From an optimization exercise on the open Yosys and OpenROAD flow, aimed at small area and a short achievable clock period; shortcuts taken in it are not production practice.
At most, simulation tests tie the RTL to the original design; equivalence was not proved.
Power and IR drop assume default switching activity.

Design MIPS_cpu, start of the top module:
module MIPS_cpu(
    input clock,
    input reset,
    output [31:0] imem_addr,
    input [31:0] imem_rdata,
    output [31:0] dmem_addr,
    output [31:0] dmem_wdata,
    output dmem_we,
    input [31:0] dmem_rdata,
    output wb_en,
    output [4:0] wb_addr,
    output [31:0] wb_data
    );
Size: ~3800 cells after synthesis, about 200 I/O pins, roughly 0.055 mm² of cells after synthesis.
Settings: LEC_CHECK=0, CAP_MARGIN=30, CORE_MARGIN=2, CORE_UTILIZATION=45, CTS_CLUSTER_DIAMETER=100, CTS_CLUSTER_SIZE=20, SETUP_SLACK_MARGIN=5, SLEW_MARGIN=30, SYNTH_HIERARCHICAL=1; clock period 8.0 ns.
standard.sh (not shown) runs the stock make flow with config.mk's settings and CLKGATE_MAP_FILE= SYNTH_SCRIPT=/design/flow/synth_recipe.tcl, a recipe that flattens the netlist after the stock synthesis.
==> flow/flow/run.sh <==
#!/bin/bash
# Layout flow: the standard flow (standard.sh), run in two parts.
#  1. synthesis, unchanged;
#  2. floorplan to final layout, with
#     - the delay cells (dlygate*, clkdlybuf*, dlymetal*) added to the
#       platform's don't-use list, so that port buffers and repair buffers
#       are plain buffers that timing repair can resize;
set -euo pipefail
DU="$(cat flow/dont_use.txt)"
bash standard.sh synth > synth.log 2>&1
bash standard.sh "DONT_USE_CELLS=$DU" SETUP_SLACK_MARGIN=5.15 finish > layout.log 2>&1
==> flow/flow/dont_use.txt <==
sky130_fd_sc_hd__probe_p_8 sky130_fd_sc_hd__probec_p_8 sky130_fd_sc_hd__lpflow_bleeder_1 sky130_fd_sc_hd__lpflow_clkbufkapwr_1 sky130_fd_sc_hd__lpflow_clkbufkapwr_16 sky130_fd_sc_hd__lpflow_clkbufkapwr_2 sky130_fd_sc_hd__lpflow_clkbufkapwr_4 sky130_fd_sc_hd__lpflow_clkbufkapwr_8 sky130_fd_sc_hd__lpflow_clkinvkapwr_1 sky130_fd_sc_hd__lpflow_clkinvkapwr_16 sky130_fd_sc_hd__lpflow_clkinvkapwr_2 sky130_fd_sc_hd__lpflow_clkinvkapwr_4 sky130_fd_sc_hd__lpflow_clkinvkapwr_8 sky130_fd_sc_hd__lpflow_decapkapwr_12 sky130_fd_sc_hd__lpflow_decapkapwr_3 sky130_fd_sc_hd__lpflow_decapkapwr_4 sky130_fd_sc_hd__lpflow_decapkapwr_6 sky130_fd_sc_hd__lpflow_decapkapwr_8 sky130_fd_sc_hd__lpflow_inputiso0n_1 sky130_fd_sc_hd__lpflow_inputiso0p_1 sky130_fd_sc_hd__lpflow_inputiso1n_1 sky130_fd_sc_hd__lpflow_inputiso1p_1 sky130_fd_sc_hd__lpflow_inputisolatch_1 sky130_fd_sc_hd__lpflow_isobufsrc_1 sky130_fd_sc_hd__lpflow_isobufsrc_16 sky130_fd_sc_hd__lpflow_isobufsrc_2 sky130_fd_sc_hd__lpflow_isobufsrc_4 sky130_fd_sc_hd__lpflow_isobufsrc_8 sky130_fd_sc_hd__lpflow_isobufsrckapwr_16 sky130_fd_sc_hd__lpflow_lsbuf_lh_hl_isowell_tap_1 sky130_fd_sc_hd__lpflow_lsbuf_lh_hl_isowell_tap_2 sky130_fd_sc_hd__lpflow_lsbuf_lh_hl_isowell_tap_4 sky130_fd_sc_hd__lpflow_lsbuf_lh_isowell_4 sky130_fd_sc_hd__lpflow_lsbuf_lh_isowell_tap_1 sky130_fd_sc_hd__lpflow_lsbuf_lh_isowell_tap_2 sky130_fd_sc_hd__lpflow_lsbuf_lh_isowell_tap_4 sky130_fd_sc_hd__clkdlybuf4s15_1 sky130_fd_sc_hd__clkdlybuf4s15_2 sky130_fd_sc_hd__clkdlybuf4s18_1 sky130_fd_sc_hd__clkdlybuf4s18_2 sky130_fd_sc_hd__clkdlybuf4s25_1 sky130_fd_sc_hd__clkdlybuf4s25_2 sky130_fd_sc_hd__clkdlybuf4s50_1 sky130_fd_sc_hd__clkdlybuf4s50_2 sky130_fd_sc_hd__dlygate4sd1_1 sky130_fd_sc_hd__dlygate4sd2_1 sky130_fd_sc_hd__dlygate4sd3_1 sky130_fd_sc_hd__dlymetal6s2s_1 sky130_fd_sc_hd__dlymetal6s4s_1 sky130_fd_sc_hd__dlymetal6s6s_1
Edit:
--- a/flow/flow/run.sh
+++ b/flow/flow/run.sh
@@ -9,3 +9,3 @@
 DU="$(cat flow/dont_use.txt)"
 bash standard.sh synth > synth.log 2>&1
-bash standard.sh "DONT_USE_CELLS=$DU" SETUP_SLACK_MARGIN=5.15 finish > layout.log 2>&1
+bash standard.sh "DONT_USE_CELLS=$DU" SETUP_SLACK_MARGIN=5.3 finish > layout.log 2>&1
Outcome:
- routed wire length fell by 0.62%
- clock skew grows by 0.0037 ns
- global-route usage came out lower by 0.15 points
- area after synthesis does not change
- worst setup slack got worse by 0.028 ns
- final area rises by 2.6%
- core utilization rose by 1.4 points
- count of clock-buffer cells in the layout rose by 3
- fmax is lower by 0.95%
- power came out higher by 1.9%
No functional check of the RTL was part of any run of this note.

* * *

== cedar ==
MIPS_cpu, a different RTL version from the one above (not shown whole).
Size in the first run: roughly 4000 cells after synthesis, ~200 I/O pins.
==> flow/config.mk <==
export PLATFORM = sky130hd
export DESIGN_NAME = MIPS_cpu
export DESIGN_NICKNAME = MIPS_cpu
export VERILOG_FILES = /design/flow/design.v
export SDC_FILE = /design/flow/constraint.sdc
export NUM_CORES = 8
export LEC_CHECK = 0
export CAP_MARGIN = 10
export CORE_MARGIN = 2
export CORE_UTILIZATION = 45
export CTS_CLUSTER_DIAMETER = 100
export CTS_CLUSTER_SIZE = 20
export SETUP_SLACK_MARGIN = 5
export SLEW_MARGIN = 10
export SYNTH_HIERARCHICAL = 1
==> flow/constraint.sdc <==
create_clock -name core_clock -period 8.0 [get_ports {clock}]
set_input_delay 1.6000 -clock core_clock [delete_from_list [all_inputs] [get_ports {clock}]]
set_output_delay 1.6000 -clock core_clock [all_outputs]
set_load 0.01 [all_outputs]
==> flow/flow/run.sh <==
#!/bin/bash
# Layout flow: the standard flow (standard.sh), run in two parts.
#  1. synthesis, unchanged;
#  2. floorplan to final layout with the delay cells (dlygate*, clkdlybuf*,
#     dlymetal*) added to the platform's don't-use list, so that port
#     buffers and repair buffers are plain buffers that timing repair can
#     resize.
# Each part's full output goes to its own log file here.
set -euo pipefail
DU="$(cat flow/dont_use.txt)"
bash standard.sh synth > synth.log 2>&1
bash standard.sh "DONT_USE_CELLS=$DU" finish > layout.log 2>&1
Scripts as last shown in full above: flow/flow/dont_use.txt
What maple does differently from cedar at the input level:
- changing CAP_MARGIN from 10 to 30
- changing SLEW_MARGIN from 10 to 30
- setting PLACE_DENSITY to 0.5 for the first time
## What came out
Depth of the worst register-to-register path across maple and cedar: no real change.
The final reports for maple and cedar show global routing usage on met2 higher in the former.
Relative to cedar, the total number of nets in the final design of maple is higher by 17.
maple — power share of the clock group 0.3 points higher, cedar as reference
Library cell contributing the largest single delay on the critical path = nor3_2: cedar; library cell contributing the largest single delay on the critical path = a222oi_1: maple
Taking cedar as the reference, in maple final non-filler cell total now sits at about the same level, overall routed net length moved up.
Compared with cedar, in maple area after detailed placement rose 0.39%, total power was more or less identical, routed length per instance now larger, part of the cycle the worst path needs fell by 0.71 points.
Modified inputs, indigo compared to maple
- PLACE_DENSITY removed (was 0.5)
- CORE_UTILIZATION changed from 45 to 55
Results
- indigo has completed all stages; timing, DRC and antenna checks passed.
- Count of non-filler cells in the finished layout, indigo and maple: larger value in maple
- According to the power report, total power for indigo is higher than for maple.
- More vias were needed by indigo than by maple.
- Between indigo and maple, the count of cells resized by post-cts repair is higher for maple.
- Changes observed in indigo relative to maple: maximum vdd drop lower; worst-margin pin slew moved down.
- What maple reported for sum of met3 wire segment lengths after detailed routing has to be multiplied by 1.3 to get the figure for indigo.
- Cell area essentially unchanged between indigo and maple.
- Max number of antenna violations at the first check in global routing across indigo and maple: maple
- Diff maple..indigo | post-synthesis async set-or-reset flop share | unchanged
Here is what was changed in the inputs of tundra compared with indigo.
- swapping 55 for 45 in CORE_UTILIZATION
==> flow/flow/run.sh <==
#!/bin/bash
# Layout flow: the standard flow (standard.sh), run in three parts.
#  1. synthesis, unchanged;
#  2. floorplan to clock tree, with the delay cells (dlygate*, clkdlybuf*,
#     dlymetal*) added to the platform's don't-use list, so that port
#     buffers and repair buffers are plain buffers that timing repair can
#     resize;
#  3. global route to final layout, the same, with the setup margin of the
#     repair after global routing raised a little (5.15 ns instead of 5),
#     for the parasitics of the final routing, which are a little worse than
#     global routing's estimate.
# Each part's full output goes to its own log file here.
set -euo pipefail
DU="$(cat flow/dont_use.txt)"
bash standard.sh synth > synth.log 2>&1
bash standard.sh "DONT_USE_CELLS=$DU" cts > layout_cts.log 2>&1
bash standard.sh "DONT_USE_CELLS=$DU" SETUP_SLACK_MARGIN=5.15 finish > layout_route.log 2>&1
[tundra] power density normalized to cell area fell about 1.6% relative to indigo. The total power of tundra is higher than that of indigo. Diff indigo..tundra | number of flip-flops and latches | unchanged. [diff] total wirelength of the detailed-routed design, tundra relative to indigo: improvement. tundra vs indigo, horizontal die dimension went up by about 10%.

## separate check: timing with driven ports
Ports are ideal in the flow. The routed layouts listed here were re-timed in OpenROAD.
Step 1 assumes that a clkbuf_16 drives the clock port and a buf_2 every other input.
Step 2 adds t to the input delays and takes it off the output delays; t is the mean of the earliest and latest rising clock arrival at the registers after step 1. Input paths then give back, and output paths get back, about the clock's delay inside the block.
Slacks: no drivers / after step 1 / after step 2; pairs: no drivers / after step 1.
| run | shift t [ns] | setup slack, ns | hold slack, ns | worst data-port slew with drivers (ns) |
|---|---|---|---|---|
| the first run of note 1 | 0.770 | 5.061 / 5.000 / 4.622 | 0.331 / 0.331 / 0.331 | 0.11 |
| the second run of note 1 | 0.763 | 5.032 / 4.957 / 4.669 | 0.318 / 0.318 / 0.318 | 0.12 |
| cedar | 0.761 | 4.819 / 4.819 / 4.284 | 0.330 / 0.330 / 0.330 | 0.12 |
| maple | 0.793 | 4.876 / 4.876 / 4.318 | 0.331 / 0.331 / 0.331 | 0.10 |
| indigo | 0.754 | 4.947 / 4.938 / 4.271 | 0.331 / 0.331 / 0.331 | 0.07 |
| tundra | 0.750 | 4.981 / 4.978 / 4.290 | 0.330 / 0.330 / 0.330 | 0.11 |
After both steps setup and hold are still met in every run listed. For tundra, which loses most, drivers alone change the setup slack by -0.003 ns; drivers and shift together by -0.691 ns.
